Source: an optimization exercise on an open RTL-to-GDS flow (aim: small area and a short achievable clock period). Production flows keep margins and buffers that such runs may drop.
Where RTL was checked, it was by simulation tests only, not by an equivalence proof against the original.
The clock port is modelled as an ideal driver; clocking choices that lean on that would not hold on a real chip.

==> flow/design.v (excerpt) <==
module prng (
    input logic [31:0] seed,
    output logic [31:0] rand_num,
    input logic clk,
    input logic rst
);
For scale: roughly 470 cells after synthesis, roughly 66 I/O pins, roughly 0.0059 mm^2 of cells after synthesis.
==> flow/config.mk <==
export PLATFORM = sky130hd
export DESIGN_NAME = prng
export DESIGN_NICKNAME = prng
export VERILOG_FILES = /design/flow/design.v
export SDC_FILE = /design/flow/constraint.sdc
export NUM_CORES = 4
export LEC_CHECK = 0
export CAP_MARGIN = 20
export CORE_MARGIN = 2
export CORE_UTILIZATION = 60
export SETUP_SLACK_MARGIN = 2.3
export SLEW_MARGIN = 20
export SYNTH_HIERARCHICAL = 1
==> flow/constraint.sdc <==
create_clock -name core_clock -period 7.0 [get_ports {clk}]
set_input_delay 1.4000 -clock core_clock [delete_from_list [all_inputs] [get_ports {clk}]]
set_output_delay 1.4000 -clock core_clock [all_outputs]
set_load 0.01 [all_outputs]
standard.sh (not shown) runs the stock make flow with config.mk's settings and CLKGATE_MAP_FILE= SYNTH_SCRIPT=/design/flow/synth_recipe.tcl, a recipe that flattens the netlist after the stock synthesis.
==> flow/flow/run.sh <==
#!/bin/bash
# Standard layout with two changes: the smallest buffer on each port, and
# useful clock skew between registers after clock tree synthesis (skew.tcl).
export BUFFER_PORTS_ARGS="-buffer_cell sky130_fd_sc_hd__buf_1"
export POST_CTS_TCL="$PWD/flow/skew.tcl"
bash standard.sh > standard.log 2>&1
Other scripts of this flow, unchanged in this note and not shown: flow/flow/skew.py, flow/flow/skew.tcl
Edit:
--- a/flow/design.v
+++ b/flow/design.v
@@ -1,16 +1,17 @@
 module prng (
     input logic [31:0] seed,
     output logic [31:0] rand_num,
     input logic clk,
     input logic rst
 );
     logic [31:0] state;
+    logic [30:0] state_n;
     wire [30:0] x = state[30:0];
-    wire [30:0] xn = ~state[30:0];
+    wire [30:0] xn = state_n;
     wire [30:0] nxt;
     wire s0; wire c0;
     assign s0 = 1'b1 ^ x[2] ^ xn[0];
     assign c0 = (1'b1 & x[2]) | (1'b1 & xn[0]) | (x[2] & xn[0]);
     wire s1; wire c1;
     assign s1 = 1'b1 ^ x[3] ^ xn[1];
     assign c1 = (1'b1 & x[3]) | (1'b1 & xn[1]) | (x[3] & xn[1]);
@@ -305,23 +306,23 @@
     wire s143; wire c143;
     fa u143 (.a(c132), .b(s141), .c(c133), .s(s143), .co(c143));
     wire s144; wire c144;
     fa u144 (.a(s142), .b(c134), .c(s143), .s(s144), .co(c144));
     wire s145;
     assign s145 = x[30] ^ x[23] ^ x[18];
     wire s146;
-    assign s146 = x[28] ^ x[26] ^ x[21];
+    assign s146 = xn[28] ^ xn[26] ^ xn[21];
     wire s147;
     assign s147 = x[16] ^ x[11] ^ x[5];
     wire s148;
     assign s148 = xn[13] ^ xn[8] ^ x[0];
     wire s149;
     assign s149 = c136 ^ c137 ^ c138;
     wire s150;
-    assign s150 = s145 ^ ~s146 ^ s147;
+    assign s150 = s145 ^ s146 ^ s147;
     wire s151;
     assign s151 = s148 ^ c139 ^ c140;
     wire s152;
     assign s152 = s149 ^ s150 ^ c141;
     wire s153;
     assign s153 = c142 ^ s151 ^ s152;
     wire s154;
@@ -537,16 +538,18 @@
     assign nxt[27] = p0[27] ^ gg60;
     assign nxt[28] = p0[28] ^ gg63;
     assign nxt[29] = p0[29] ^ gg67;
     assign nxt[30] = p0[30] ^ gg71;
     always_ff @(posedge clk) begin
         if (rst) begin
             state <= seed;
+            state_n <= ~seed[30:0];
         end else begin
             state <= {1'b0, nxt};
+            state_n <= ~nxt[30:0];
         end
         rand_num <= state;
     end
 endmodule
 module fa (
     input  logic a,
     input  logic b,
Result: The new run completed with no timing, DRC or antenna violations; setup slack gets worse by 39 ps; critical path depth went up by 2; sequential share of layout area went up by 5.1 points; cell area went up by about a fifth; maximum frequency went down slightly; sequential cell count went up by 29; hold slack gets worse by 14 ps; synthesized cell count went up by roughly a tenth.
Function not checked in the second run of this note: the RTL went through the layout flow alone.

prng, a different RTL version from the one above (not shown whole).
For scale: ~510 cells after synthesis, about 80 flip-flops, ~66 I/O pins, roughly 6400 µm² of cells after synthesis.
## prng
module prng (
    input logic [31:0] seed,
    output logic [31:0] rand_num,
    input logic clk,
    input logic rst
);
==> flow/config.mk <==
export PLATFORM = sky130hd
export DESIGN_NAME = prng
export DESIGN_NICKNAME = prng
export VERILOG_FILES = /design/flow/design.v
export SDC_FILE = /design/flow/constraint.sdc
export NUM_CORES = 4
export LEC_CHECK = 0
export CAP_MARGIN = 20
export CORE_MARGIN = 2
export CORE_UTILIZATION = 60
export SETUP_SLACK_MARGIN = 3.0
export SLEW_MARGIN = 20
export SYNTH_HIERARCHICAL = 1
==> flow/constraint.sdc <==
create_clock -name core_clock -period 7.0 [get_ports {clk}]
set_input_delay 1.4000 -clock core_clock [delete_from_list [all_inputs] [get_ports {clk}]]
set_output_delay 1.4000 -clock core_clock [all_outputs]
set_load 0.01 [all_outputs]
Scripts as last shown in full above: flow/flow/run.sh
Other scripts of this flow, unchanged in this note and not shown: flow/flow/skew.py, flow/flow/skew.tcl
Next try:
--- a/flow/design.v
+++ b/flow/design.v
@@ -1,22 +1,21 @@
 module prng (
     input logic [31:0] seed,
     output logic [31:0] rand_num,
     input logic clk,
     input logic rst
 );
     logic [31:0] state;
-    logic [15:0] state_n;
     wire [30:0] x = state[30:0];
-    wire [30:0] xn = {~state[30:16], state_n};
+    wire [30:0] xn = ~state[30:0];
     wire [30:0] nxt;
     wire s0; wire c0;
     assign s0 = 1'b1 ^ x[2] ^ xn[0];
     assign c0 = (1'b1 & x[2]) | (1'b1 & xn[0]) | (x[2] & xn[0]);
     wire s1; wire c1;
     assign s1 = 1'b1 ^ x[3] ^ xn[1];
     assign c1 = (1'b1 & x[3]) | (1'b1 & xn[1]) | (x[3] & xn[1]);
     wire s2; wire c2;
     fa u2 (.a(x[4]), .b(xn[2]), .c(xn[0]), .s(s2), .co(c2));
     wire s3; wire c3;
     fa u3 (.a(x[5]), .b(xn[3]), .c(xn[1]), .s(s3), .co(c3));
     wire s4; wire c4;
@@ -301,33 +300,33 @@
     fa u140 (.a(c128), .b(c129), .c(s136), .s(s140), .co(c140));
     wire s141; wire c141;
     fa u141 (.a(s137), .b(s138), .c(c130), .s(s141), .co(c141));
     wire s142; wire c142;
     fa u142 (.a(c131), .b(s139), .c(s140), .s(s142), .co(c142));
     wire s143; wire c143;
     fa u143 (.a(c132), .b(s141), .c(c133), .s(s143), .co(c143));
     wire s144; wire c144;
     fa u144 (.a(s142), .b(c134), .c(s143), .s(s144), .co(c144));
     wire s145;
     assign s145 = x[30] ^ x[23] ^ x[18];
     wire s146;
-    assign s146 = xn[28] ^ xn[26] ^ xn[21];
+    assign s146 = x[28] ^ x[26] ^ x[21];
     wire s147;
     assign s147 = x[16] ^ x[11] ^ x[5];
     wire s148;
     assign s148 = xn[13] ^ xn[8] ^ x[0];
     wire s149;
     assign s149 = c136 ^ c137 ^ c138;
     wire s150;
-    assign s150 = s145 ^ s146 ^ s147;
+    assign s150 = s145 ^ ~s146 ^ s147;
     wire s151;
     assign s151 = s148 ^ c139 ^ c140;
     wire s152;
     assign s152 = s149 ^ s150 ^ c141;
     wire s153;
     assign s153 = c142 ^ s151 ^ s152;
     wire s154;
     assign s154 = c143 ^ s153 ^ c144;
     wire [30:0] ra, rb;
     assign ra[0] = x[0];
     assign rb[0] = 1'b1;
     assign ra[1] = x[1];
@@ -533,28 +532,26 @@
     assign nxt[22] = p0[22] ^ gg46;
     assign nxt[23] = p0[23] ^ gg49;
     assign nxt[24] = p0[24] ^ gg52;
     assign nxt[25] = p0[25] ^ gg55;
     assign nxt[26] = p0[26] ^ gg58;
     assign nxt[27] = p0[27] ^ gg60;
     assign nxt[28] = p0[28] ^ gg63;
     assign nxt[29] = p0[29] ^ gg67;
     assign nxt[30] = p0[30] ^ gg71;
     always_ff @(posedge clk) begin
         if (rst) begin
             state <= seed;
-            state_n <= ~seed[15:0];
         end else begin
             state <= {1'b0, nxt};
-            state_n <= ~nxt[15:0];
         end
         rand_num <= state;
     end
 endmodule
 module fa (
     input  logic a,
     input  logic b,
     input  logic c,
     output logic s,
     output logic co
 );
     assign s = a ^ b ^ c;
After rerunning: The new run passed the timing, DRC and antenna checks; register-to-register slack improves by 180 ps; die area went down by 7.5%; routed wire length decreases by 2.6%; area after synthesis went down by 7.8%; flip-flop and latch count shrinks by 16.
Function not checked in the first run of this note: the RTL went through the layout flow alone.

==> re-timing with driven ports <==
In the flow no input, the clock included, has a driving cell. The finished layouts below were timed again as built, in two steps. Step 1 (the two cells are an assumption about what drives the block):
set clk [get_ports {clk}]
set_driving_cell -lib_cell sky130_fd_sc_hd__clkbuf_16 $clk
set_driving_cell -lib_cell sky130_fd_sc_hd__buf_2 [delete_from_list [all_inputs] $clk]
Step 2, shift: input delay + t, output delay - t, t = (earliest + latest rising clock arrival at the registers) / 2. This alone moves slack from input paths to output paths. a / b / c = no drivers / after step 1 / after step 2; a / b = the first two.
run | t, ns | setup slack, ns | clock arrival spread, ns | worst slew at a driven data input, ns
the first run of note 1 | 0.979 | 2.834 / 2.834 / 2.834 | 1.196 / 1.196 | 0.03
the second run of note 1 | 0.953 | 2.794 / 2.794 / 2.794 | 1.060 / 1.060 | 0.04
the first run of note 2 | 0.974 | 3.015 / 3.015 / 3.015 | 1.147 / 1.147 | 0.04
the second run of note 2 | 0.968 | 3.194 / 3.194 / 3.194 | 1.173 / 1.173 | 0.04
Clock arrivals are far apart in every run listed, so t is only a midpoint there and step 2 fits no single register.
